Background: an optimization exercise with open tools, aiming at small area. Do not read the settings as production practice.
Function was checked by simulation only, so behaviour that the tests miss may differ from the original.
In runs 3 to 5 the design's own scripts or RTL, not TritonCTS, make the clock network.
The flow treats the clock pin as an ideal source. Dropping or thinning the clock tree relies on that and would not hold on a real chip.
No activity file was given, so power comes from the tool's default toggle rates.

<file path="flow/design.v">
`timescale 1ns / 1ps
module top_cmd_uart #(
    parameter integer CLOCK_FREQ = 100_000_000,
    parameter integer BAUD_RATE  = 115200
)(
    input  logic       clk,
    input  logic       reset,
    input  logic       RxD,
    output logic       TxD,
    output logic [7:0] led
);
    localparam logic [2:0] PS_LETTER = 3'd0, PS_COMMA = 3'd1, PS_FIRST = 3'd2,
                           PS_REST0 = 3'd4, PS_REST1 = 3'd5, PS_ANSWER = 3'd3;
    logic [2:0] ps;
    logic       sel;              
    logic [3:0] dt, du;           
    logic       rx_m;             
    logic       tx_m;             
    logic       idle;
    assign tx_m = (ps == PS_ANSWER);
    assign idle = !rx_m && !tx_m;
    localparam logic [9:0] T_END  = 10'b0100100000;   
    localparam logic [9:0] T_LOAD = 10'b0010111001;   
    localparam logic [9:0] T_HALF = 10'b0010111101;   
    logic [9:0] tmr;
    logic       tick;
    assign tick = (tmr == T_END);
    logic [3:0] s;
    logic [1:0] b;
    logic       s0;
    assign s0 = (s == 4'd0);
    always_ff @(posedge clk) begin
        if (idle) begin
            tmr    <= T_HALF;
            {b, s} <= {2'd3, 4'd7};
        end else if (tick) begin
            tmr    <= T_LOAD;
            if (s0) s <= 4'd4;
            else    {b, s} <= {b, s} + 6'd1;
        end else begin
            tmr    <= {tmr[8:0], tmr[9] ~^ tmr[6]};
        end
    end
    logic byte_end;               
    assign byte_end = rx_m && tick && s0;
    always_ff @(posedge clk or posedge reset) begin
        if (reset)                 rx_m <= 1'b0;
        else if (idle && !RxD)     rx_m <= 1'b1;
        else if (byte_end)         rx_m <= 1'b0;
    end
    always_ff @(posedge clk or posedge reset) begin
        if (reset)                       led <= 8'd0;
        else if (rx_m && tick && s[3])   led <= {RxD, led[7:1]};
    end
    logic is_digit, is_eol, digit_in;
    assign is_digit = (led[7:4] == 4'h3) && (led[3:0] <= 4'd9);
    assign is_eol   = (led == 8'h0A) || (led == 8'h0D);
    assign digit_in = byte_end && is_digit;
    always_ff @(posedge clk or posedge reset) begin
        if (reset) begin
            ps <= PS_LETTER;
        end else if (tx_m) begin
            if (tick && s0 && b == 2'd0) ps <= PS_LETTER;
        end else if (byte_end) begin
            case (ps)
                PS_LETTER: if (led == "P" || led == "M") ps <= PS_COMMA;
                PS_COMMA:  ps <= (led == ",") ? PS_FIRST : PS_LETTER;
                PS_FIRST:  ps <= is_digit ? PS_REST0 : PS_LETTER;
                PS_REST0: begin
                    if (is_digit)    ps <= PS_REST1;
                    else if (is_eol) ps <= PS_ANSWER;
                end
                PS_REST1: if (is_eol) ps <= PS_ANSWER;
                default:  ps <= PS_LETTER;
            endcase
        end
    end
    always_ff @(posedge clk) begin
        if (byte_end && ps == PS_LETTER && led == "P") sel <= 1'b0;
        if (byte_end && ps == PS_LETTER && led == "M") sel <= 1'b1;
    end
    logic [4:0]  ph;
    logic [95:0] ring;
    logic        cy;              
    logic        iterw;           
    logic        stop, ph0, ph31, dec;
    logic        padit, odd, cur_c, opx, opy, sum, fb;
    assign ph0   = (ph == 5'd0);
    assign ph31  = (ph == 5'd31);
    assign stop  = (dt == 4'd0) && (sel ? (du == 4'd0) : (du <= 4'd2));
    assign dec   = ph31 && tx_m && !stop;
    assign padit = iterw && !sel;
    assign odd   = ph[0];
    assign opx   = tx_m && (padit ? ring[0] : (ring[64] | (sel & odd)));
    assign opy   = padit && ring[32];
    assign cur_c = ph0 ? (tx_m ? (iterw & sel) : !sel) : cy;
    assign sum   = opx ^ opy ^ cur_c;
    assign fb    = sum & !(sel & odd);
    always_ff @(posedge clk) begin
        ring <= {fb, ring[95:1]};
        cy   <= (opx & opy) | (cur_c & (opx ^ opy));
        if (ph31) iterw <= tx_m && !stop;
    end
    always_ff @(posedge clk or posedge reset) begin
        if (reset) ph <= 5'd0;
        else       ph <= ph + 5'd1;
    end
    always_ff @(posedge clk or posedge reset) begin
        if (reset)                               dt <= 4'd0;
        else if (digit_in && ps == PS_REST0)     dt <= du;
        else if (dec && du == 4'd0)              dt <= dt - 4'd1;
    end
    always_ff @(posedge clk) begin
        if (digit_in)     du <= led[3:0];
        else if (dec)     du <= (du == 4'd0) ? 4'd9 : du - 4'd1;
    end
    logic nb;
    always_ff @(posedge clk) begin
        if (s[3]) begin
            if (ph == {~b, s[2:0]}) nb <= ring[64];
        end else begin
            nb <= (s != 4'd7);
        end
    end
    always_ff @(posedge clk) begin
        if (!tx_m)      TxD <= 1'b1;
        else if (tick)  TxD <= nb;
    end
endmodule
</file>
<file path="flow/standard.sh">
#!/bin/bash
# synth_recipe.tcl (not shown) runs the flow's synth.tcl, then flattens the netlist and writes it again
# the make line also repeats each setting of config.mk as NAME=value (left out here)
make -C /OpenROAD-flow-scripts/flow DESIGN_CONFIG=/design/flow/config.mk WORK_HOME=/design/flow/orfs CLKGATE_MAP_FILE= SYNTH_SCRIPT=/design/flow/synth_recipe.tcl "${@:-finish}"
</file>
<file path="flow/constraint.sdc">
create_clock -name core_clock -period 10.0 [get_ports {clk}]
set_input_delay 2.0000 -clock core_clock [delete_from_list [all_inputs] [get_ports {clk}]]
set_output_delay 2.0000 -clock core_clock [all_outputs]
set_load 0.01 [all_outputs]
</file>
<file path="flow/flow/run.sh">
#!/bin/bash
# The standard layout, except that clock tree synthesis inserts no dummy
# loads (the tree is small and needs no load balancing).
set -euo pipefail
export CTS_ARGS="-sink_clustering_enable -repair_clock_nets -buf_list sky130_fd_sc_hd__clkbuf_8 -dont_use_dummy_load"
bash standard.sh finish > standard.log 2>&1
</file>
<file path="flow/config.mk">
export PLATFORM = sky130hd
export DESIGN_NAME = top_cmd_uart
export DESIGN_NICKNAME = top_cmd_uart
export VERILOG_FILES = /design/flow/design.v
export SDC_FILE = /design/flow/constraint.sdc
export NUM_CORES = 4
export LEC_CHECK = 0
export CAP_MARGIN = 20
export CORE_MARGIN = 2
export CORE_UTILIZATION = 40
export CTS_BUF_LIST = sky130_fd_sc_hd__clkbuf_8
export SLEW_MARGIN = 20
</file>
==> impl_metrics.ini, run 1 <==
[run_status]
status = finished clean

[clocking]
clock-sinks = 142
clk_path_buf_depth = 2
post_cts_buffers = 0
cts_buffers = 17
insertion_delay_ns = 0.40
cts_root_buf = clkbuf_8
htreeDepth = 4
cts_resized = 0
cts.reportedPaths.clkPinSlew_ns = 0.07
cts_hold_buf = 0
cts_tree = done

[power]
p_total_w = 0.0009853
combPwrFrac_pct = 5.0
seqPwrFrac_pct = 63.0
internal_power_w = 0.0007781
power_frac_clock_pct = 31.9
vdd_drop_max_mv = 0.1550
netSwitchingFraction_pct = 21.02
powerDensity_nw_per_um2 = 208.8
p_sw_w = 0.0002072
leakage_nw = 1.894

[synth]
syn_avg_cell_area_um2 = 13.28
synth_top_family_by_area = simple AND/OR/NAND/NOR gates
yosysUniqueCellTypes = 56
yosys_warnings = 1
synthFlopType = dfxtp_1
yosys.area_share.xor_xnor_pct = 2.885
synthMuxAreaShare_pct = 4.327
synth_compound_gate_area_share_pct = 4.828
async_flop_share_pct = 14.79
ys_ff_latch = 142
synth-edff-count = 6
yosysSeqAreaShare_pct = 70.77
syn-cell-area_um2 = 4250
synth_cells = 320
synthesis.nets = 330
synthSimpleGateAreaFrac_pct = 12.60
yosys.area_share.adder_pct = 2.473

[setup_path]
crit_fanout = 9
cp.required_ns = 8.00
path_delay_family = buffers and inverters
cp_slowest_cell = clkdlybuf4s50_1
critPathLaunchType = flip-flop
path_cells = clkdlybuf4s50_1
critPathCaptureType = output port
critPathKind = reg -> out
crit_buf_inv = 1
cpPeakStageDelay_ns = 0.59
arrival_ns = 1.48

[cells_and_area]
fin_cells = 475
utilization_pct = 45.72
final_nets = 351
final_common_cell = dfxtp_1
syn_to_final_growth_pct = 11.04
drive_above_1_share_pct = 13.27
layout_common_cells = dfxtp_1, nand2_1, dfrtp_1
n_antenna_cell = 0

[floorplanning]
dieWidth_um = 107.1
die_h_um = 107.1
die-area_um2 = 11470
io_pins = 12
placeableCoreArea_um2 = 10320
initial_core_util_pct = 41.17
placementRows = 37

[grt]
grt_usage_pct = 11.49
antenna_found_initial = 0
grt_pass1_vias = 2171
gr-total-overflow = 0
grt_max_degree = 22
grt_pass1_wl_um = 10110

[timing]
setup_violations = 0
whs_ns = 0.3057
min_period_ns = 3.481
finClkSkew_ns = 0.02310
slew_headroom_pct = 44.72
final_max_slew_viol_count = 0
fin_crit_sh_pct = 34.81
fmax_mhz = 287.2
fin_tns_setup_ns = 0
rsz0062_at_grt = no
hold_violations = 0
worst-slew-pin-transition_ns = 0.8283

[route]
drc = 0
route.vias.total = 2207
first_pass_iters = 4
finalWirelength_um = 5890
drt_iter0_drc = 120
vias_per_cell = 4.646
antenna_left = 0
avgRoutedWirePerCell_um = 12.40

[place]
gp_congestion = 0.7321
port_buffers = 11
dp.cells = 458
dp_hpwl_um = 3808

[flow_run]
drv_cap = 0

[worst_hold_path]
worstHoldPathType = reg -> reg
==> cells in the mapped netlist, types with 3 or more instances <==
| cell | count | share of area (%) |
|---|---|---|
| a21oi_1 | 6 | 0.71 |
| and3_1 | 6 | 0.88 |
| buf_2 | 3 | 0.35 |
| clkbuf_1 | 4 | 0.35 |
| dfrtp_1 | 21 | 12 |
| dfxtp_1 | 115 | 54 |
| edfxtp_1 | 6 | 4.2 |
| ha_1 | 6 | 1.8 |
| inv_1 | 12 | 1.1 |
| mux2_2 | 11 | 2.9 |
| mux2i_1 | 3 | 0.71 |
| nand2_1 | 21 | 1.9 |
| nand3_1 | 6 | 0.71 |
| nand3b_1 | 3 | 0.53 |
| nand4_1 | 4 | 0.59 |
| nor2_1 | 11 | 0.97 |
| nor3_1 | 4 | 0.47 |
| o21ai_0 | 10 | 1.2 |
| o31ai_1 | 4 | 0.71 |
| or3_1 | 4 | 0.59 |
| xnor2_1 | 5 | 1.0 |
| xor2_1 | 9 | 1.9 |
==> path summary, 6_finish.rpt <==
kind / startpoint / end / slack, ns / cells past startpoint
setup / recovery: led[1] / led[1] / 6.52 / 1
hold / removal: ring[3] / ring[2] / 0.31 / 0
setup reg to reg: ps[2] / ps[0] / 7.88 / 5
hold reg to reg: ring[3] / ring[2] / 0.31 / 0
max in group asynchronous: reset / ps[2] / 7.39 / 2
min in group asynchronous: reset / led[2] / 2.07 / 2
==> area by class of cell <==
type	count	area (um2)
clock buffers	17	234.0
flip-flops and latches	142	3008
repair buffers	11	110.1
inverters	12	45.04
multi-input cells	157	1152
well taps	136	170.2
fillers	924	5604
==> logic make-up after synthesis <==
family          Yosys count
xor+xnor                 14
flops                   142
compound gates           31
simple gates             88
buf+inv                  21
mux                      16
fa+ha+maj                 8
==> stage by stage <==
step,setup slack [ns],cell area [um2]
finish,6.519,4720
global route,6.414,4720
CTS,6.490,4720
detailed placement,6.907,4486
global placement,6.923,4486
floorplan,7.539,4250
==> layer usage <==
layer	vias up	part of all wire, %	global-route usage [%]
met5	-	0	0
met4	0	0.83	5.288
met2	22	42	15.55
met3	4	3.0	4.559
li1	1122	-	-
met1	1059	54	16.00
==> power by group through the flow <==
stage	Combinational, W	Sequential (W)	Clock [W]
floorplan	0.0000460	0.000625	0
global placement	0.0000490	0.000633	0
detailed placement	0.0000503	0.000633	0
CTS	0.0000511	0.000621	0.000327
global route	0.0000587	0.000624	0.000352
finish	0.0000497	0.000621	0.000315
==> registers in the layout, indices dropped and copies added, names as in the netlist <==
register and flops:
TxD 1, b 2, cy 1, dt 4, du 4, iterw 1
led 8, nb 1, ph 5, ps 3, ring 96, rx_m 1
s 4, sel 1, tmr 10
==> run 2, diff against run 1 <==
==> flow/flow/run.sh (replaced) <==
#!/bin/bash
# The standard layout with two changes:
#  - synthesis maps the combinational logic with an area-oriented ABC script
#    (the registers are the standard synthesis's);
#  - clock tree synthesis inserts no dummy loads.
set -euo pipefail
here=$PWD
cat flow/abc_wrap.tcl synth_recipe.tcl > synth_area.tcl
sed "s#SYNTH_SCRIPT=[^ ]*#SYNTH_SCRIPT=$here/synth_area.tcl#" standard.sh > standard_area.sh
export AREA_ABC_SCRIPT=$here/flow/area.abc
export CTS_ARGS="-sink_clustering_enable -repair_clock_nets -buf_list sky130_fd_sc_hd__clkbuf_8 -dont_use_dummy_load"
bash standard_area.sh finish > standard.log 2>&1
==> flow/flow/abc_wrap.tcl (new file) <==
# Prepended to the standard flow's synthesis script: the final ABC mapping of the
# combinational logic uses an area-oriented script (flow/area.abc) instead of
# ORFS's delay-oriented one. Registers are mapped before this step and are
# left as the standard synthesis makes them.
proc abc {args} {
  set i [lsearch $args -script]
  if {$i >= 0 && [info exists ::env(AREA_ABC_SCRIPT)]} {
    lset args [expr {$i + 1}] $::env(AREA_ABC_SCRIPT)
  }
  yosys abc {*}$args
}
==> flow/flow/area.abc (new file) <==
strash
&get -n
&deepsyn -T 20
&put
dch -f
amap
topo
==> run 2 against run 1 <==
Compared with the run above: still clean; clock power about the same; first-iteration DRC count decreased by 35%; register-to-register slack got worse by 1.7 ns; non-clock buffer count unchanged; area after synthesis decreased by 5.4%; routed wire length increased by 2.5%; via count increased by 6.0%; flip-flop and latch count unchanged; total power decreased by 9.9%; critical path type is now reg -> reg; largest power group unchanged; highest routed layer unchanged.
==> impl_metrics.ini, run 2 <==
[timing]
fin_tns_setup_ns = 0
min_period_ns = 3.781
fmax_mhz = 264.5
rsz0062_at_grt = no
slew_headroom_pct = 38.95
fin_crit_sh_pct = 37.81
final_max_slew_viol_count = 0
hold_violations = 0
worst-slew-pin-transition_ns = 0.9088
setup_violations = 0
whs_ns = 0.3054
finClkSkew_ns = 0.02593

[synth]
syn-cell-area_um2 = 4020
syn_avg_cell_area_um2 = 12.15
yosys.area.top_type = dfxtp_1
async_flop_share_pct = 14.79
synth-edff-count = 6
synthesis.nets = 341
synthFlopType = dfxtp_1
ys_ff_latch = 142
yosysSeqAreaShare_pct = 74.82
yosysMostFrequentCell = dfxtp_1
synth_top_area_share_pct = 57.27
synth_cells = 331
yosys_warnings = 1
yosysUniqueCellTypes = 33
yosys-top-cells-count = dfxtp_1, clkinv_1, nor2_1, nand2_1, dfrtp_1
yosys-top-cells-area = dfxtp_1, dfrtp_1, edfxtp_1

[setup_path]
crit_fanout = 10
cp.required_ns = 10.32
arrival_ns = 4.10
rrSetupSlack_ns = 6.22
cp_slowest_cell = nor3_1
critPathKind = reg -> reg
path_cells = clkinv_1 > or4_1 > nor3_1 > clkinv_1 > nor2_1 > nand2_1 > a21oi_1 > clkinv_1 > a2111oi_0 > or3_1 > o21ai_0 > o21ai_0
path_common_cell = clkinv_1
critPathLaunchType = flip-flop
critPathCaptureType = flip-flop
cpPeakStageDelay_ns = 0.72

[cells_and_area]
layout_common_cells = dfxtp_1, clkinv_1, nor2_1
final_nets = 371
regMostFlops = ring
final_common_cell = dfxtp_1
largest_reg_flops = 96
syn_to_final_growth_pct = 12.70
reg.largest.list = ring x96, tmr x10, led x8
drive_above_1_share_pct = 4.735
n_antenna_cell = 0
fin_cells = 492

[route]
route.vias.total = 2339
vias_per_cell = 4.754
finalWirelength_um = 6036
drt_iter0_drc = 78
drc = 0
avgRoutedWirePerCell_um = 12.27
antenna_left = 0
first_pass_iters = 4

[floorplanning]
placeableCoreArea_um2 = 9774
die-area_um2 = 10870
die_h_um = 104.3
placementRows = 36
dieWidth_um = 104.3
initial_core_util_pct = 41.13
io_pins = 12

[flow_run]
drv_cap = 0

[place]
dp_hpwl_um = 3936
gp_congestion = 0.8124
port_buffers = 11
dp.cells = 475

[clocking]
cts_buffers = 17
cts_tree = done
cts_root_buf = clkbuf_8
clock-sinks = 142
post_cts_buffers = 0
insertion_delay_ns = 0.42
htreeDepth = 4
cts_hold_buf = 0
clk_path_buf_depth = 2
cts_resized = 0
cts.reportedPaths.clkPinSlew_ns = 0.08

[grt]
antenna_found_initial = 0
grt_max_degree = 22
grt_usage_pct = 12.60
grt_pass1_vias = 2271
grt_pass1_wl_um = 10720
gr-total-overflow = 0

[run_status]
status = finished clean

[power]
vdd_drop_max_mv = 0.1474
leakage_nw = 1.747
powerDensity_nw_per_um2 = 195.9
p_total_w = 0.0008878

[worst_hold_path]
worstHoldPathType = reg -> reg
## run 2: cell count changes in the layout (fill, tap and decap cells not counted), moves of 9 or more
cell      before  now
clkinv_1       0   38
nor2_1        11   27
mux2_2        11    0
a21oi_1        6   15
xor2_1         9    0
inv_1         12    0
## run 2: logic make-up (layout without fill, tap and decap cells)
| group | count (synthesis) | count (layout) | share of synthesized area, % |
|---|---|---|---|
| flops | 142 | 142 | 74.82 |
| simple gates | 83 | 83 | 9.431 |
| compound gates | 61 | 61 | 9.836 |
| buf+inv | 38 | 66 | 3.548 |
| fa+ha+maj | 7 | 7 | 2.365 |
## run 2: final cells by class
| type | count | area (um2) |
|---|---|---|
| fillers | 896 | 5244 |
| flip-flops and latches | 142 | 3008 |
| multi-input cells | 151 | 869.6 |
| clock buffers | 17 | 234.0 |
| well taps | 133 | 166.4 |
| inverters | 38 | 142.6 |
| repair buffers | 11 | 110.1 |
## run 2: critical path: cells and delay by family (launching register included)
family | cells | cell delay (ns)
AO/OA/AOI/OAI | 4 | 0.97
AND/OR/NAND/NOR | 5 | 1.79
flip-flops | 1 | 0.32
buffers and inverters | 3 | 0.62
## run 2: final timing paths
check,from,end,cells after the start
worst max register to register,tmr[5],ps[1],12
worst max-delay path,tmr[5],ps[1],12
worst min register to register,ring[65],ring[64],0
min in group asynchronous,reset,ph[2],2
worst min-delay path,ring[65],ring[64],0
max in group asynchronous,reset,led[1],2
## run 2: through the flow
stage | util [%] | area (um2) | worst slack, ns
final | 46.35 | 4531 | 6.219
after global routing | 46.35 | 4531 | 5.911
after CTS | 46.35 | 4531 | 6.333
after detailed placement | 43.96 | 4297 | 6.374
after global placement | 43.96 | 4297 | 6.565
after floorplan | - | 4020 | 7.014
## run 2: metal layers
metal  track usage [%]  wire [um]  vias up
met5                 0          0        -
met4             6.660        140        0
met3             5.013        192       13
met2             18.23       2613       29
met1             16.20       3090     1120
li1                  -          -     1177
## run 2: where the power goes
part | switching, W | internal (W) | leakage (nW) | total, W
clock network | 0.000164 | 0.000149 | 0.122 | 0.000313
registers | 0.000000321 | 0.000571 | 1.25 | 0.000571
logic | 0.00000215 | 0.00000129 | 0.370 | 0.00000344
==> run 3, diff against run 2 <==
==> flow/flow/run.sh (replaced) <==
#!/bin/bash
# The standard layout with these changes:
#  - synthesis maps the combinational logic with an area-oriented ABC script
#    (the registers are the standard synthesis's);
#  - the port buffers are sky130_fd_sc_hd__buf_1;
#  - the clock tree is built by flow/manual_cts.tcl: eight clkbuf_8 leaf
#    buffers, each driving one cluster of registers, fed by one clkbuf_16.
set -euo pipefail
here=$PWD
cat flow/abc_wrap.tcl synth_recipe.tcl > synth_area.tcl
sed "s#SYNTH_SCRIPT=[^ ]*#SYNTH_SCRIPT=$here/synth_area.tcl#" standard.sh > standard_area.sh
export AREA_ABC_SCRIPT=$here/flow/area.abc
export BUFFER_PORTS_ARGS="-buffer_cell sky130_fd_sc_hd__buf_1"
export PRE_CTS_TCL=$here/flow/manual_cts.tcl
bash standard_area.sh finish > standard.log 2>&1
==> flow/flow/manual_cts.tcl (new file) <==
# Manual clock tree: the sinks of the clock net are split into NCL clusters by
# location (k-means), and each cluster gets one clock buffer driven straight
# from the clock port.
proc manual_clock_tree {ncl master_name {root_name ""}} {
  set block [ord::get_db_block]
  set db [ord::get_db]
  set master [$db findMaster $master_name]
  set clknet [$block findNet clk]
  set sinks {}
  foreach it [$clknet getITerms] {
    set inst [$it getInst]
    set bb [$inst getBBox]
    lappend sinks [list $it [expr ([$bb xMin]+[$bb xMax])/2.0] [expr ([$bb yMin]+[$bb yMax])/2.0]]
  }
  set n [llength $sinks]
  # initial centers: sinks sorted by x, picked evenly
  set sorted [lsort -real -index 1 $sinks]
  set cx {}; set cy {}
  for {set k 0} {$k < $ncl} {incr k} {
    set s [lindex $sorted [expr int(($k + 0.5) * $n / $ncl)]]
    lappend cx [lindex $s 1]; lappend cy [lindex $s 2]
  }
  for {set iter 0} {$iter < 50} {incr iter} {
    set sx [lrepeat $ncl 0.0]; set sy [lrepeat $ncl 0.0]; set cnt [lrepeat $ncl 0]
    # capacity-limited assignment: closest (sink, cluster) pairs first
    set cap [expr int(ceil(double($n) / $ncl))]
    set pairs {}
    set i 0
    foreach s $sinks {
      for {set k 0} {$k < $ncl} {incr k} {
        lappend pairs [list [expr abs([lindex $s 1]-[lindex $cx $k]) + abs([lindex $s 2]-[lindex $cy $k])] $i $k]
      }
      incr i
    }
    set assign [lrepeat $n -1]
    foreach p [lsort -real -index 0 $pairs] {
      lassign $p d i k
      if {[lindex $assign $i] < 0 && [lindex $cnt $k] < $cap} {
        lset assign $i $k
        lset cnt $k [expr [lindex $cnt $k] + 1]
      }
    }
    set i 0
    foreach s $sinks {
      set k [lindex $assign $i]
      lset sx $k [expr [lindex $sx $k] + [lindex $s 1]]
      lset sy $k [expr [lindex $sy $k] + [lindex $s 2]]
      incr i
    }
    for {set k 0} {$k < $ncl} {incr k} {
      if {[lindex $cnt $k] > 0} {
        lset cx $k [expr [lindex $sx $k] / [lindex $cnt $k]]
        lset cy $k [expr [lindex $sy $k] / [lindex $cnt $k]]
      }
    }
  }
  puts "manual_clock_tree: cluster sizes $cnt"
  $clknet setSigType CLOCK
  set src $clknet
  if {$root_name != ""} {
    set rinst [odb::dbInst_create $block [$db findMaster $root_name] "clkbuf_manual_root"]
    set rnet [odb::dbNet_create $block "clknet_manual_root"]
    $rnet setSigType CLOCK
    [$rinst findITerm A] connect $clknet
    [$rinst findITerm X] connect $rnet
    set mx 0.0; set my 0.0
    for {set k 0} {$k < $ncl} {incr k} {set mx [expr $mx + [lindex $cx $k]/$ncl]; set my [expr $my + [lindex $cy $k]/$ncl]}
    $rinst setLocation [expr int($mx)] [expr int($my)]
    $rinst setPlacementStatus PLACED
    set src $rnet
  }
  for {set k 0} {$k < $ncl} {incr k} {
    set inst [odb::dbInst_create $block $master "clkbuf_manual_$k"]
    set net [odb::dbNet_create $block "clknet_manual_$k"]
    $net setSigType CLOCK
    [$inst findITerm A] connect $src
    [$inst findITerm X] connect $net
    $inst setLocation [expr int([lindex $cx $k])] [expr int([lindex $cy $k])]
    $inst setPlacementStatus PLACED
    set nets($k) $net
  }
  set i 0
  foreach s $sinks {
    set it [lindex $s 0]
    $it disconnect
    $it connect $nets([lindex $assign $i])
    incr i
  }
}

# Build the tree, then skip TritonCTS: cts.tcl goes on with its usual
# timing repair and placement legalisation.
manual_clock_tree 8 sky130_fd_sc_hd__clkbuf_8 sky130_fd_sc_hd__clkbuf_16
set_propagated_clock [all_clocks]
rename clock_tree_synthesis orfs_unused_clock_tree_synthesis
proc clock_tree_synthesis {args} {
  puts "clock tree built by flow/manual_cts.tcl"
}
==> run 3 against run 2 <==
Compared with the run above: still clean on timing, DRC and antenna; final cell count down 1.6%; core utilization fell by 1.7 points; area after synthesis is the same; register-to-register slack improved by 0.09 ns; synthesized cell count unchanged; worst setup slack gained 0.085 ns; total power shrank 8.2%.
==> impl_metrics.ini, run 3 <==
[run_status]
status = finished clean

[flow_run]
drv_cap = 0

[route]
drt_iter0_drc = 71
antenna_left = 0
drc = 0
vias_per_cell = 4.680
avgRoutedWirePerCell_um = 12.07
route.vias.total = 2265
finalWirelength_um = 5841
first_pass_iters = 4

[clocking]
cts.reportedPaths.clkPinSlew_ns = 0.11
insertion_delay_ns = 0.34
cts_resized = 0
cts_hold_buf = 0
post_cts_buffers = 0

[cells_and_area]
regMostFlops = ring
ff_latch_area_um2 = 3008
final_nets = 363
multiInputGateArea_um2 = 869.6
fill_cells = 916
reg.largest.list = ring x96, tmr x10, led x8
drive_above_1_share_pct = 2.564
n_antenna_cell = 0
syn_to_final_growth_pct = 8.528
layout_common_cells = dfxtp_1, clkinv_1, nor2_1
largest_reg_flops = 96
final_common_cell = dfxtp_1

[setup_path]
arrival_ns = 3.96
critPathKind = reg -> reg
r2r-start = tmr[1]
crit_fanout = 10
critPathLaunchType = flip-flop
cp.required_ns = 10.27
reg2regPathDepth = 11
critPathCaptureType = flip-flop
crit_start = tmr[1]

[synth]
yosys-top-cells-area = dfxtp_1, dfrtp_1, edfxtp_1
synth-edff-count = 6
async_flop_share_pct = 14.79
syn_avg_cell_area_um2 = 12.15
yosysUniqueCellTypes = 33
synth_top_area_share_pct = 57.27
yosys_warnings = 1
syn-cell-area_um2 = 4020
synthesis.nets = 341
synthFlopType = dfxtp_1
yosys-top-cells-count = dfxtp_1, clkinv_1, nor2_1, nand2_1, dfrtp_1
synth_cells = 331
yosysMostFrequentCell = dfxtp_1
yosys.area.top_type = dfxtp_1
yosysSeqAreaShare_pct = 74.82
ys_ff_latch = 142

[timing]
fin_crit_sh_pct = 36.96
setup_violations = 0
worst-slew-pin-transition_ns = 0.8693
min_period_ns = 3.696
final_max_slew_viol_count = 0
fin_tns_setup_ns = 0
finClkSkew_ns = 0.01897
hold_violations = 0
fmax_mhz = 270.6
slew_headroom_pct = 41.60
rsz0062_at_grt = no
whs_ns = 0.3239

[floorplanning]
dieWidth_um = 104.3
die-area_um2 = 10870
io_pins = 12
die_h_um = 104.3
placementRows = 36
placeableCoreArea_um2 = 9774
initial_core_util_pct = 41.13

[worst_hold_path]
hold_depth = 0
worstHoldPathType = reg -> reg
hold_path_startpoint = ring[66]

[grt]
grt_usage_pct = 11.13
grt_max_degree = 22
grt_pass1_vias = 2257
antenna_found_initial = 0
grt_pass1_wl_um = 10380
gr-total-overflow = 0

[place]
gp_congestion = 0.7931
dp_hpwl_um = 4020
port_buffers = 11

[power]
leakage_nw = 1.667
powerDensity_nw_per_um2 = 186.8
vdd_drop_max_mv = 0.1209
## run 3: cell count changes in the layout (fill, tap and decap cells not counted)
cell,previous run,this run
clkbuf_16,0,1
clkdlybuf4s50_1,11,0
clkbuf_8,17,8
buf_1,0,11
## run 3: worst paths after layout
check,slack (ns),endpoint
max,6.30,ps[1]
min,0.32,ring[65]
max reg2reg,6.30,ps[1]
min reg2reg,0.32,ring[65]
max in group asynchronous,7.96,ph[2]
min in group asynchronous,1.66,ph[4]
## run 3: metrics by stage
stage                     setup slack (ns)  instances  util, %  cell area (um2)  total power [W]
final                                6.304        484    44.64             4363        0.0008148
after global routing                 5.650        484    44.64             4363        0.0008468
after CTS                            6.316        484    44.64             4363        0.0008278
after detailed placement             6.365        475    43.25             4228        0.0005860
after global placement               6.557        475    43.25             4228        0.0005859
after floorplan                      7.014        331        -             4020        0.0005847
## run 3: final cells by class
class,instances,area share [%]
plain buffers,9,3.097
well taps,133,3.814
inverters,38,3.269
multi-input cells,151,19.93
flip-flops and latches,142,68.94
repair buffers,11,0.9464
## run 3: critical path: stages, from the launching register on
cell,delay [ns]
dfxtp_1,0.33
or4_1,0.52
nor3_1,0.72
clkinv_1,0.41
nor2_1,0.24
nand2_1,0.13
a21oi_1,0.20
clkinv_1,0.11
a2111oi_0,0.60
or3_1,0.21
o21ai_0,0.07
o21ai_0,0.08
## run 3: kinds of logic after synthesis
logic type               count (synthesis)  share of synthesized area (%)
AO/OA/AOI/OAI                           61                          9.836
adder cells (fa/ha/maj)                  7                          2.365
buffers and inverters                   38                          3.548
flip-flops                             142                          74.82
AND/OR/NAND/NOR                         83                          9.431
## run 3: per-layer routing
metal  up-vias  track usage [%]  part of all wire [%]
met4         0            3.185                   3.2
met3        19            1.629                   3.4
met5         -                0                     0
met1      1052            15.62                    49
met2        32            18.00                    44
li1       1162                -                     -
## run 3: power breakdown
part	internal [W]	total, W	switching (W)
Sequential	0.000570	0.000570	0.000000331
Combinational	0.000000524	0.00000263	0.00000210
Clock	0.0000911	0.000242	0.000151
Total	0.000661	0.000815	0.000153
==> run 4, diff against run 3 <==
--- a/flow/flow/run.sh
+++ b/flow/flow/run.sh
@@ -4,7 +4,7 @@
 #    (the registers are the standard synthesis's);
 #  - the port buffers are sky130_fd_sc_hd__buf_1;
 #  - the clock tree is built by flow/manual_cts.tcl: eight clkbuf_8 leaf
-#    buffers, each driving one cluster of registers, fed by one clkbuf_16.
+#    buffers, each driving one cluster of registers, fed by one clkbuf_4.
 set -euo pipefail
 here=$PWD
 cat flow/abc_wrap.tcl synth_recipe.tcl > synth_area.tcl
--- a/flow/flow/manual_cts.tcl
+++ b/flow/flow/manual_cts.tcl
@@ -90,7 +90,7 @@
 
 # Build the tree, then skip TritonCTS: cts.tcl goes on with its usual
 # timing repair and placement legalisation.
-manual_clock_tree 8 sky130_fd_sc_hd__clkbuf_8 sky130_fd_sc_hd__clkbuf_16
+manual_clock_tree 8 sky130_fd_sc_hd__clkbuf_8 sky130_fd_sc_hd__clkbuf_4
 set_propagated_clock [all_clocks]
 rename clock_tree_synthesis orfs_unused_clock_tree_synthesis
 proc clock_tree_synthesis {args} {
==> run 4 against run 3 <==
Compared with the run above: global-route usage about the same; still clean; final cell count unchanged; critical path depth did not move; via count down 0.35%; largest cell class unchanged; clock power is 6% lower; routed wire length hardly changed.
==> impl_metrics.ini, run 4 <==
[synth]
synthSimpleGateAreaFrac_pct = 9.430
synth_top_area_share_pct = 57.27
yosys.area_share.adder_pct = 2.365
synthesis.nets = 341
yosys_warnings = 1
synth_compound_gate_area_share_pct = 9.835
yosysMostFrequentCell = dfxtp_1
syn_avg_cell_area_um2 = 12.15
yosysSeqAreaShare_pct = 74.82
ys_ff_latch = 142
yosys-top-cells-area = dfxtp_1, dfrtp_1, edfxtp_1
synth_top_family_by_area = compound AO/OA/AOI/OAI gates
yosys-top-cells-count = dfxtp_1, clkinv_1, nor2_1, nand2_1, dfrtp_1
yosys.area_share.xor_xnor_pct = 0
async_flop_share_pct = 14.79
synth-edff-count = 6
synthFlopType = dfxtp_1
yosys.area.top_type = dfxtp_1
syn-cell-area_um2 = 4020
synth_cells = 331
synthMuxAreaShare_pct = 0
yosysUniqueCellTypes = 33

[setup_path]
cp.required_ns = 10.39
critPathCaptureType = flip-flop
cpPeakStageDelay_ns = 0.73
arrival_ns = 4.11
crit_fanout = 10
critPathKind = reg -> reg
cp_slowest_cell = nor3_1
critPathLaunchType = flip-flop
path_cells = or4_1 > nor3_1 > clkinv_1 > nor2_1 > nand2_1 > a21oi_1 > clkinv_1 > a2111oi_0 > or3_1 > o21ai_0 > o21ai_0

[run_status]
status = finished clean

[timing]
whs_ns = 0.3226
fin_crit_sh_pct = 37.14
final_max_slew_viol_count = 0
worst-slew-pin-transition_ns = 0.8854
rsz0062_at_grt = no
fmax_mhz = 269.2
final.setup.worst_slack_ns = 6.286
setup_violations = 0
fin_tns_setup_ns = 0
hold_violations = 0
slew_headroom_pct = 40.52
min_period_ns = 3.714
finClkSkew_ns = 0.01954

[route]
drt_iter0_drc = 81
route.vias.total = 2257
vias_per_cell = 4.663
antenna_left = 0
first_pass_iters = 4
drc = 0
avgRoutedWirePerCell_um = 12.07
finalWirelength_um = 5844

[grt]
grtUsageMet2_pct = 18.09
antenna_found_initial = 0
top_usage_layer = met2
grt_pass1_vias = 2244
grt_pass1_wl_um = 10370
gr-total-overflow = 0
grt_util_met3_pct = 1.504
grt_usage_pct = 11.12
grt_use_met1_pct = 15.70
grt_max_degree = 22

[flow_run]
drv_cap = 0

[power]
p_total_w = 0.0008004
vdd_drop_max_mv = 0.1204
powerDensity_nw_per_um2 = 184.2
leakage_nw = 1.660

[cells_and_area]
final_nets = 363
syn_to_final_growth_pct = 8.092
regMostFlops = ring
postLayoutCellArea_um2 = 4345
layout_common_cells = dfxtp_1, clkinv_1, nor2_1
fill_cells = 919
reg.largest.list = ring x96, tmr x10, led x8
largest_reg_flops = 96
n_antenna_cell = 0
final_common_cell = dfxtp_1
drive_above_1_share_pct = 2.564

[floorplanning]
die_h_um = 104.3
die-area_um2 = 10870
io_pins = 12
placeableCoreArea_um2 = 9774
placementRows = 36
initial_core_util_pct = 41.13
dieWidth_um = 104.3

[worst_hold_path]
worstHoldPathType = reg -> reg

[clocking]
cts.reportedPaths.clkPinSlew_ns = 0.12
post_cts_buffers = 0
cts_resized = 0
cts_hold_buf = 0
insertion_delay_ns = 0.47

[place]
gp_congestion = 0.7931
port_buffers = 11
post-place-ws_ns = 6.365
dpl_cell_area_um2 = 4228
dp_hpwl_um = 4020
-- run 4: cell types whose count changed in the layout (fill, tap and decap cells not counted) --
cell / change
clkbuf_16: -1
clkbuf_4: +1
-- run 4: logic make-up after synthesis --
kind of cell             count (synthesis)
buffers and inverters                   38
AO/OA/AOI/OAI                           61
flip-flops                             142
adder cells (fa/ha/maj)                  7
AND/OR/NAND/NOR                         83
-- run 4: routing by layer --
| metal | up-vias | share of wire, % |
|---|---|---|
| li1 | 1163 | - |
| met1 | 1046 | 49 |
| met2 | 32 | 45 |
| met3 | 16 | 3.5 |
| met4 | 0 | 2.9 |
| met5 | - | 0 |
-- run 4: worst paths after layout --
| path | start | endpoint | slack (ns) | depth (start not counted) |
|---|---|---|---|---|
| worst max-delay path | tmr[1] | ps[1] | 6.29 | 11 |
| worst min-delay path | ring[66] | ring[65] | 0.32 | 0 |
| worst max register to register | tmr[1] | ps[1] | 6.29 | 11 |
| worst min register to register | ring[66] | ring[65] | 0.32 | 0 |
| max in group asynchronous | reset | ph[2] | 8.08 | 2 |
| min in group asynchronous | reset | ph[4] | 1.54 | 2 |
-- run 4: critical path: cells and delay by family (launching register included) --
family,cells,cell delay [ns]
flip-flops,1,0.33
buffers and inverters,2,0.52
AO/OA/AOI/OAI,4,0.95
AND/OR/NAND/NOR,5,1.84
-- run 4: final cells by class --
class                   instances  area (um2)  share of cell area [%]
inverters                      38       142.6                   3.282
multi-input cells             151       869.6                   20.01
flip-flops and latches        142        3008                   69.22
well taps                     133       166.4                   3.830
plain buffers                   9       117.6                   2.707
repair buffers                 11       41.29                  0.9502
-- run 4: through the flow --
stage | instances | util [%]
3_3_place_gp | 475 | 43.25
2_1_floorplan | 331 | -
5_1_grt | 484 | 44.46
6_report | 484 | 44.46
4_1_cts | 484 | 44.46
3_5_place_dp | 475 | 43.25
-- run 4: power by group --
group	leakage (nW)	internal [W]	switching [W]
Combinational	0.343	0.000000524	0.00000210
Clock	0.0621	0.0000763	0.000151
Sequential	1.25	0.000570	0.000000331
==> run 5, diff against run 4 <==
--- a/flow/design.v
+++ b/flow/design.v
@@ -19,9 +19,9 @@
     logic       idle;
     assign tx_m = (ps == PS_ANSWER);
     assign idle = !rx_m && !tx_m;
-    localparam logic [9:0] T_END  = 10'b0100100000;   
-    localparam logic [9:0] T_LOAD = 10'b0010111001;   
-    localparam logic [9:0] T_HALF = 10'b0010111101;   
+    localparam logic [9:0] T_END  = ~10'b0100100000;   
+    localparam logic [9:0] T_LOAD = ~10'b0010111001;   
+    localparam logic [9:0] T_HALF = ~10'b0010111101;   
     logic [9:0] tmr;
     logic       tick;
     assign tick = (tmr == T_END);
@@ -38,7 +38,7 @@
             if (s0) s <= 4'd4;
             else    {b, s} <= {b, s} + 6'd1;
         end else begin
-            tmr    <= {tmr[8:0], tmr[9] ~^ tmr[6]};
+            tmr    <= {tmr[8:0], tmr[9] ^ tmr[6]};
         end
     end
     logic byte_end;               
@@ -76,8 +76,8 @@
         end
     end
     always_ff @(posedge clk) begin
-        if (byte_end && ps == PS_LETTER && led == "P") sel <= 1'b0;
-        if (byte_end && ps == PS_LETTER && led == "M") sel <= 1'b1;
+        if (byte_end && ps == PS_LETTER && (led == "P" || led == "M"))
+            sel <= led[0];
     end
     logic [4:0]  ph;
     logic [95:0] ring;
==> run 5 against run 4 <==
Compared with the run above: clock skew down 0.0087 ns; design area decreased by 0.23%; flip-flop and latch count unchanged; global-route usage shrank 0.21 points; worst hold slack gained 0.012 ns; worst setup slack better by 0.56 ns; area after synthesis down 0.31%; via count fell by 0.89%.
==> impl_metrics.ini, run 5 <==
[place]
dp_hpwl_um = 3884
post-place-ws_ns = 6.874
port_buffers = 11
gp_congestion = 0.8017
dpl_cell_area_um2 = 4215

[power]
netSwitchingFraction_pct = 19.12
power_frac_clock_pct = 28.3
combPwrFrac_pct = 0.4
powerDensity_nw_per_um2 = 184.6
seqPwrFrac_pct = 71.3
p_sw_w = 0.0001531
vdd_drop_max_mv = 0.09755
leakage_nw = 1.674
p_total_w = 0.0008003
internal_power_w = 0.0006473

[synth]
syn_avg_cell_area_um2 = 12.33
yosysSeqAreaShare_pct = 75.30
synth-edff-count = 7
syn-cell-area_um2 = 4008
synthMuxAreaShare_pct = 0
yosys_warnings = 1
yosys.area_share.xor_xnor_pct = 0.2185
synthesis.nets = 335
yosysUniqueCellTypes = 36
yosys.area.top_type = dfxtp_1
synthSimpleGateAreaFrac_pct = 9.273
yosys.area_share.adder_pct = 2.373
yosys-top-cells-area = dfxtp_1, dfrtp_1, edfxtp_1
yosys-top-cells-count = dfxtp_1, clkinv_1, nor2_1, dfrtp_1, nand2_1
synth_top_family_by_area = compound AO/OA/AOI/OAI gates
ys_ff_latch = 142
async_flop_share_pct = 14.79
synth_compound_gate_area_share_pct = 9.366
synth_top_area_share_pct = 56.95
yosysMostFrequentCell = dfxtp_1
synthFlopType = dfxtp_1
synth_cells = 325

[route]
drt_iter0_drc = 113
route.vias.total = 2237
drc = 0
vias_per_cell = 4.670
finalWirelength_um = 5755
first_pass_iters = 4
avgRoutedWirePerCell_um = 12.01
antenna_left = 0

[floorplanning]
placeableCoreArea_um2 = 9729
initial_core_util_pct = 41.19
io_pins = 12
die-area_um2 = 10840
die_h_um = 104.1
dieWidth_um = 104.1
placementRows = 36

[grt]
antenna_found_initial = 1
grt_pass1_wl_um = 10190
grt_usage_pct = 10.91
grt_max_degree = 22
gr-total-overflow = 0
grt_pass1_vias = 2140

[cells_and_area]
layout_common_cells = dfxtp_1, clkinv_1, nor2_1
final_common_cell = dfxtp_1
final_nets = 357
drive_above_1_share_pct = 2.609
syn_to_final_growth_pct = 8.180
largest_reg_flops = 96
regMostFlops = ring
reg.largest.list = ring x96, tmr x10, led x8
postLayoutCellArea_um2 = 4335

[clocking]
cts_resized = 0
cts_hold_buf = 0
post_cts_buffers = 0
insertion_delay_ns = 0.46
cts.reportedPaths.clkPinSlew_ns = 0.11

[timing]
fin_crit_sh_pct = 31.54
hold_violations = 0
fin_tns_setup_ns = 0
min_period_ns = 3.154
fmax_mhz = 317.1
worst-slew-pin-transition_ns = 0.8009
finClkSkew_ns = 0.01087
setup_violations = 0
final_max_slew_viol_count = 0
slew_headroom_pct = 46.20
rsz0062_at_grt = no
final.setup.worst_slack_ns = 6.846

[worst_hold_path]
worstHoldPathType = reg -> reg
hold_depth = 0

[run_status]
status = finished clean

[setup_path]
arrival_ns = 3.49
cp.required_ns = 10.34
crit_fanout = 9
critPathLaunchType = flip-flop
critPathCaptureType = flip-flop
reg2regPathDepth = 12
critPathKind = reg -> reg

[flow_run]
drv_cap = 0
==> run 5: changes by cell type in the layout (fill, tap and decap cells not counted), moves of 3 or more <==
cell	previous run	this run
o21ai_0	15	10
or3_1	5	2
and3_1	0	4
or4_1	3	0
==> run 5: per-layer routing <==
metal,track usage [%],vias to the layer above,routed length (um)
li1,-,1147,-
met1,16.46,1043,3009
met2,16.92,36,2377
met3,1.378,11,216
met4,2.220,0,152
met5,0,-,0
==> run 5: power groups by stage <==
stage	clock, W	combinational (W)	sequential (W)
2_1_floorplan	0	0.00000172	0.000584
3_3_place_gp	0	0.00000299	0.000584
3_5_place_dp	0	0.00000302	0.000584
4_1_cts	0.000236	0.00000303	0.000571
5_1_grt	0.000257	0.00000348	0.000571
6_report	0.000227	0.00000282	0.000571
==> run 5: path summary, 6_finish.rpt <==
path,startpoint,endpoint,slack [ns]
worst max-delay path,tmr[8],dt[2],6.85
worst min-delay path,ring[52],ring[51],0.33
worst max register to register,tmr[8],dt[2],6.85
worst min register to register,ring[52],ring[51],0.33
max in group asynchronous,reset,ph[2],8.08
min in group asynchronous,reset,ps[0],1.54
==> run 5: cell families (layout without fill, tap and decap cells) <==
family | after synthesis | in the layout
AO/OA/AOI/OAI | 56 | 56
adder cells (fa/ha/maj) | 7 | 7
buffers and inverters | 37 | 57
XOR/XNOR | 1 | 1
flip-flops | 142 | 142
AND/OR/NAND/NOR | 82 | 82
other | 0 | 1
==> run 5: final cells by class <==
| class | count | area, um2 |
|---|---|---|
| fill | 907 | 5394 |
| inverter | 37 | 138.9 |
| sequential | 142 | 3018 |
| antenna | 1 | 2.502 |
| tap | 133 | 166.4 |
| timing repair buffer | 11 | 41.29 |
| multi-input combinational | 146 | 850.8 |
| buffer | 9 | 117.6 |
==> run 5: stage by stage <==
step           util (%)  hold WS [ns]  std cells
2_1_floorplan         -        0.3096        325
3_3_place_gp      43.33        0.3120        469
3_5_place_dp      43.33        0.3121        469
4_1_cts           44.53        0.3359        478
5_1_grt           44.56        0.3363        479
6_report          44.56        0.3341        479
==> run 5: worst max-delay path: stages, from the launching register on <==
cell,delay (ns)
dfxtp_1,0.33
nor2_1,0.08
nand3_1,0.08
nor3_1,0.67
nand4_1,0.25
clkinv_1,0.13
nand2_1,0.09
nor2_1,0.30
clkinv_1,0.22
nor3_1,0.38
clkinv_1,0.24
nand3_1,0.14
o221ai_1,0.11

what the ideal ports hide:
Ports are ideal in the flow. The routed layouts listed here were re-timed in OpenROAD. Step 1 assumes that a clkbuf_16 drives the clock port and a buf_2 every other input. Step 2 adds t to the input delays and takes it off the output delays; t is the mean of the earliest and latest rising clock arrival at the registers after step 1. Input paths then give back, and output paths get back, about the clock's delay inside the block. a / b / c = ideal / step 1 / step 2; a / b = the first two.
run	shift t [ns]	setup slack, ns	latest minus earliest clock arrival (ns)	worst register clock-pin slew, ns	worst data-port slew with drivers (ns)
run 1	0.423	6.519 / 6.488 / 6.911	0.032 / 0.032	0.07 / 0.07	0.03
run 2	0.436	6.219 / 6.219 / 6.219	0.034 / 0.034	0.08 / 0.08	0.03
run 3	0.364	6.304 / 6.304 / 6.304	0.019 / 0.019	0.11 / 0.11	0.03
run 4	0.482	6.286 / 6.286 / 6.286	0.020 / 0.020	0.12 / 0.12	0.03
run 5	0.483	6.846 / 6.838 / 6.846	0.015 / 0.015	0.11 / 0.11	0.03
After both steps setup and hold are still met in every run listed.
